Context: an optimization exercise on an open-source flow, tuned for small area, a short achievable clock period and few clock cycles per item. The choices shown serve that exercise and are no tape-out recipe.
Where RTL was checked, it was by simulation tests only, not by an equivalence proof against the original.

Design Milestone_1, start of the top module:
module Milestone_1 (
		input logic clock,
		input logic resetn,
		input logic start,
		output logic done,
		input logic  [15:0] SRAM_read_data,
		output logic [15:0] SRAM_write_data,
		output logic SRAM_we_n,
		output logic [17:0] SRAM_address
);
localparam S_PEND = 2'd0, S_LO = 2'd1, S_HI = 2'd2, S_DUP = 2'd3;
localparam W_BR = 2'd0, W_GB = 2'd1, W_RG = 2'd2;
typedef struct packed {
	logic       shift;
	logic [1:0] src;
	logic       pend_ld, rdq_ld, yw_ld, qy_hi, qy_lo, evenld, qyt_ld, qu_f, qv_f, b0_ld, xsel, xsel2, xsel3, xsel4;
	logic [1:0] wsel;
	logic       wr, rd_y, yodd, rd_c, cv, fin;
	logic [1:0] cd;
} ctl_t;
function automatic ctl_t decode(input logic [4:0] f, input logic [6:0] kk, input logic last);
	ctl_t d;
	logic k79, k78;
	k79 = (kk == 7'd79);
	k78 = (kk == 7'd78);
	d = '0;
	if (!k79) begin
		case (f)
			5'd1: begin d.shift = 1'b1; d.src = S_PEND; end
			5'd2: begin d.shift = 1'b1; d.src = S_LO; end
			5'd6, 5'd7: begin d.shift = 1'b1; d.src = k78 ? S_DUP : S_HI; end
			default: d.src = S_DUP;
		endcase
	end else begin
		case (f)
			5'd1, 5'd2, 5'd6, 5'd7, 5'd13, 5'd14, 5'd15, 5'd16: begin d.shift = 1'b1; d.src = S_DUP; end
			5'd8, 5'd12, 5'd19, 5'd20: begin d.shift = 1'b1; d.src = S_HI; end
			5'd17: begin d.shift = 1'b1; d.src = S_PEND; end
			5'd18: begin d.shift = 1'b1; d.src = S_LO; end
			default: d.src = S_DUP;
		endcase
	end
	d.pend_ld = (f == 5'd6) || (k79 && (f == 5'd8 || f == 5'd19));
	d.rdq_ld  = (f == 5'd2) || (f == 5'd6) || (k79 && (f == 5'd11 || f == 5'd18 || f == 5'd19));
	d.yw_ld   = (f == 5'd1) || (f == 5'd7) || (k79 && f == 5'd20);
	d.qy_hi   = (f == 5'd4) || (!k79 && f == 5'd9) || (k79 && f == 5'd22);
	d.qy_lo   = (f == 5'd0) || (f == 5'd5);
	d.evenld  = (f == 5'd0) || (f == 5'd5);
	d.qyt_ld  = (f == 5'd0) || (f == 5'd3) || (f == 5'd5) || (f == 5'd8);
	d.qu_f    = (f == 5'd2 || f == 5'd7);
	d.qv_f    = (f == 5'd3 || f == 5'd8);
	d.xsel    = (f == 5'd0) || (f == 5'd2) || (f == 5'd5) || (f == 5'd7) || (k79 && f == 5'd10);
	d.xsel2   = (f == 5'd0) || (f == 5'd2) || (f == 5'd3) || (f == 5'd5) || (f == 5'd7) || (f == 5'd8) || (f == 5'd10);
	d.xsel3   = (f == 5'd0) || (f == 5'd2) || (f == 5'd3) || (f == 5'd5) || (f == 5'd7) || (k79 && f == 5'd10);
	d.xsel4   = (f == 5'd0) || (f == 5'd2) || (f == 5'd5) || (f == 5'd7) || (f == 5'd8) || (f == 5'd10);
  ...
For scale: about 2200 cells after synthesis, roughly 370 flip-flops, about 23000 sq um of cells after synthesis.
Settings: LEC_CHECK=0, CAP_MARGIN=20, CORE_MARGIN=2, CORE_UTILIZATION=50, CTS_BUF_LIST=sky130_fd_sc_hd__clkbuf_8 sky130_fd_sc_hd__clkbuf_16, CTS_CLUSTER_DIAMETER=80, CTS_CLUSTER_SIZE=16, SLEW_MARGIN=20; clock period 11.0 ns.
standard.sh (not shown) runs the stock make flow with config.mk's settings and CLKGATE_MAP_FILE= SYNTH_SCRIPT=/design/flow/synth_recipe.tcl, a recipe that flattens the netlist after the stock synthesis.
==> flow/flow/run.sh <==
#!/bin/bash
# Standard ORFS layout, with timing repair aiming below the clock period
# (setup repair margin 7.5 ns on the 11 ns clock).
set -e
export SETUP_SLACK_MARGIN=7.5
bash standard.sh > standard.log 2>&1
Testbench counts at the start, summed over its fixed seeds: cycles 1,561,032, images 8.
==> next run, changes <==
--- a/flow/design.v
+++ b/flow/design.v
@@ -89,13 +89,13 @@
 wire [14:0] fr1 = fr + 15'd1;
 wire end_frame = k79 ? (fc == 5'd22) : (fc == 5'd9);
 logic [4:0] nfc;
 logic [6:0] nk;
 always_comb begin
 	if (!run || q.fin) begin
-		nfc = (start && !run) ? 5'd4 : 5'd3;
+		nfc = 5'd4;
 		nk  = 7'd79;
 	end else if (end_frame) begin
 		nfc = 5'd0;
 		nk  = k79 ? 7'd0 : k + 7'd1;
 	end else begin
 		nfc = fc + 5'd1;
@@ -178,13 +178,14 @@
 end
 always_ff @(posedge clock) begin
 	SRAM_write_data <= wdat;
 	if (q.b0_ld) b0 <= x8;
 	fc <= nfc;
 	k  <= nk;
-	if (do_wr) SRAM_address <= {1'b1, wa};
+	if (!run) SRAM_address <= 18'd38400;
+	else if (do_wr) SRAM_address <= {1'b1, wa};
 	else if (q.rd_y) SRAM_address <= {2'b0, fr1, q.yodd};
 	else SRAM_address <= {1'b0, {2'b0, fr1} + (q.cv ? 17'd57600 : 17'd38400) + {15'd0, q.cd}};
 	if (!run || q.fin) begin
 		pro <= 1'b1;
 		fr  <= 15'h7fff;
 		wa  <= 17'd15872;
Outcome: The new run completed without violations. Register-to-register slack is worse by 0.06 ns. Wire length came out higher by 6.1%. Die area came out higher by 2.3%. Core utilization came out higher by 0.46 points. Clock-buffer cell count came out higher by 1.
For the second run of this note, only the layout was checked, not whether the RTL still works.

---

## P
Another version of the RTL of Milestone_1 (not shown whole).
Size: ~370 flip-flops, ~55 I/O pins, ~0.023 sq mm of cells after synthesis.
Settings: LEC_CHECK=0, CAP_MARGIN=20, CORE_MARGIN=2, CORE_UTILIZATION=55, SLEW_MARGIN=20; clock period 11.0 ns.
Scripts as last shown in full above: flow/flow/run.sh
Testbench counts of P, summed over its fixed seeds: cycles 1,561,032, images 8.
For Q, these inputs were changed with respect to P:
diff --git a/flow/design.v b/flow/design.v
--- a/flow/design.v
+++ b/flow/design.v
@@ -81,24 +81,24 @@
 logic [10:0] xs, xc, gs, gc;
 logic        xl, gl;
 logic        nx, ng;
 logic [7:0]  b0;
 wire k79     = (k == 7'd79);
 wire lastrow = (fr == 15'd19199);
 wire [14:0] fr1 = fr + 15'd1;
 wire end_frame = k79 ? (fc == 5'd22) : (fc == 5'd9);
 logic [4:0] nfc;
 logic [6:0] nk;
 always_comb begin
-	if (!run || q.fin) begin
-		nfc = (start && !run) ? 5'd4 : 5'd3;
+	if (!run) begin
+		nfc = 5'd4;
 		nk  = 7'd79;
 	end else if (end_frame) begin
 		nfc = 5'd0;
 		nk  = k79 ? 7'd0 : k + 7'd1;
 	end else begin
 		nfc = fc + 5'd1;
 		nk  = k;
 	end
 end
 logic [7:0] nsmp;
 always_comb begin
@@ -157,47 +157,54 @@
 	ng <= nu | nv;
 end
 function automatic [7:0] clip(input [10:0] s, input [10:0] cc, input ci, input neg);
 	logic [11:0] tt;
 	logic [10:0] t;
 	tt = {s, 1'b1} + {cc, ci};
 	t = tt[11:1];
 	clip = (neg | t[10]) ? 8'd0 : ((|t[9:8]) ? 8'd255 : t[7:0]);
 endfunction
 wire [7:0] x8 = clip(xs, xc, xl, nx);
 wire [7:0] g8 = clip(gs, gc, gl, ng);
-wire do_wr = q.wr && !pro && run;
+wire do_wr = q.wr && !pro;
 logic [15:0] wdat;
 always_comb begin
 	case (q.wsel)
 		W_RG: wdat = {x8, g8};
 		W_GB: wdat = {g8, x8};
 		default: wdat = {b0, x8};
 	endcase
 end
 always_ff @(posedge clock) begin
 	SRAM_write_data <= wdat;
 	if (q.b0_ld) b0 <= x8;
 	fc <= nfc;
 	k  <= nk;
-	if (do_wr) SRAM_address <= {1'b1, wa};
-	else if (q.rd_y) SRAM_address <= {2'b0, fr1, q.yodd};
-	else SRAM_address <= {1'b0, {2'b0, fr1} + (q.cv ? 17'd57600 : 17'd38400) + {15'd0, q.cd}};
-	if (!run || q.fin) begin
-		pro <= 1'b1;
-		fr  <= 15'h7fff;
-		wa  <= 17'd15872;
+	if (!run) begin
+		if (start) begin
+			pro  <= 1'b1;
+			fr   <= 15'h7fff;
+			wa   <= 17'd15872;
+			SRAM_address <= 18'd38400;
+		end
 	end else begin
 		if (k == 7'd0 && fc == 5'd1) pro <= 1'b0;
 		if (end_frame) fr <= fr1;
-		if (do_wr) wa <= wa + 17'd1;
+		if (do_wr) begin
+			SRAM_address <= {1'b1, wa};
+			wa <= wa + 17'd1;
+		end else if (q.rd_y) begin
+			SRAM_address <= {2'b0, fr1, q.yodd};
+		end else begin
+			SRAM_address <= {1'b0, {2'b0, fr1} + (q.cv ? 17'd57600 : 17'd38400) + {15'd0, q.cd}};
+		end
 	end
 end
 always_ff @(posedge clock or negedge resetn) begin
 	if (!resetn) begin
 		run <= 1'b0;
 		done <= 1'b0;
 		SRAM_we_n <= 1'b1;
 	end else begin
 		done <= 1'b0;
 		SRAM_we_n <= 1'b1;
 		if (!run) begin
[summary]
Q ended up with qyt[24]$_DFFE_PP_ as its end of the critical path; P ended up with xl$_DFF_P_. Sequential share of layout area came out higher on Q than on P. Relative to P, global-route usage decreased by 0.22 points in Q. Looking at total non-filler cell area in the finished layout across Q and P, the one that comes out lower is P. Taking P as the reference point, the final critical-path setup slack of Q rises by 0.11 ns. Relative to P, Q improves minimum clock period. The simple-gate area share of the yosys netlist of Q and that of P are within noise of each other. Q and P ended up with roughly the same net count of the mapped netlist. [compare] base=P new=Q: register-to-register slack grew by 0.11 ns; met2 routed wirelength grew by 7.9%; first-iteration DRC count grew by 72; via count grew by about 1.6%; clock-pin slew on the worst setup and hold paths held steady.
Testbench counts of Q, summed over its fixed seeds: cycles 1,561,032, images 8.

-- static timing again, ports no longer ideal --
Ports are ideal in the flow. The routed layouts listed here were re-timed in OpenROAD. Step 1 assumes that a clkbuf_16 drives the clock port and a buf_2 every other input. Step 2 times the ports against the registers' clock, not the clock port: input delays grow and output delays shrink by t, the midpoint of the rising clock arrivals with the driver on. Slacks: no drivers / after step 1 / after step 2; pairs: no drivers / after step 1.
| run | shift t [ns] | setup slack, ns | worst register clock-pin slew, ns |
|---|---|---|---|
| the first run of note 1 | 0.647 | 7.531 / 7.499 / 6.920 | 0.08 / 0.08 |
| the second run of note 1 | 0.661 | 7.480 / 7.480 / 7.480 | 0.08 / 0.08 |
| P | 0.607 | 7.434 / 7.434 / 7.062 | 0.07 / 0.07 |
| Q | 0.623 | 7.543 / 7.510 / 7.219 | 0.07 / 0.07 |
After both steps every run listed still meets setup and hold. The setup slack of the first run of note 1, which loses most, moves by -0.032 ns with the drivers and by -0.611 ns with both steps.
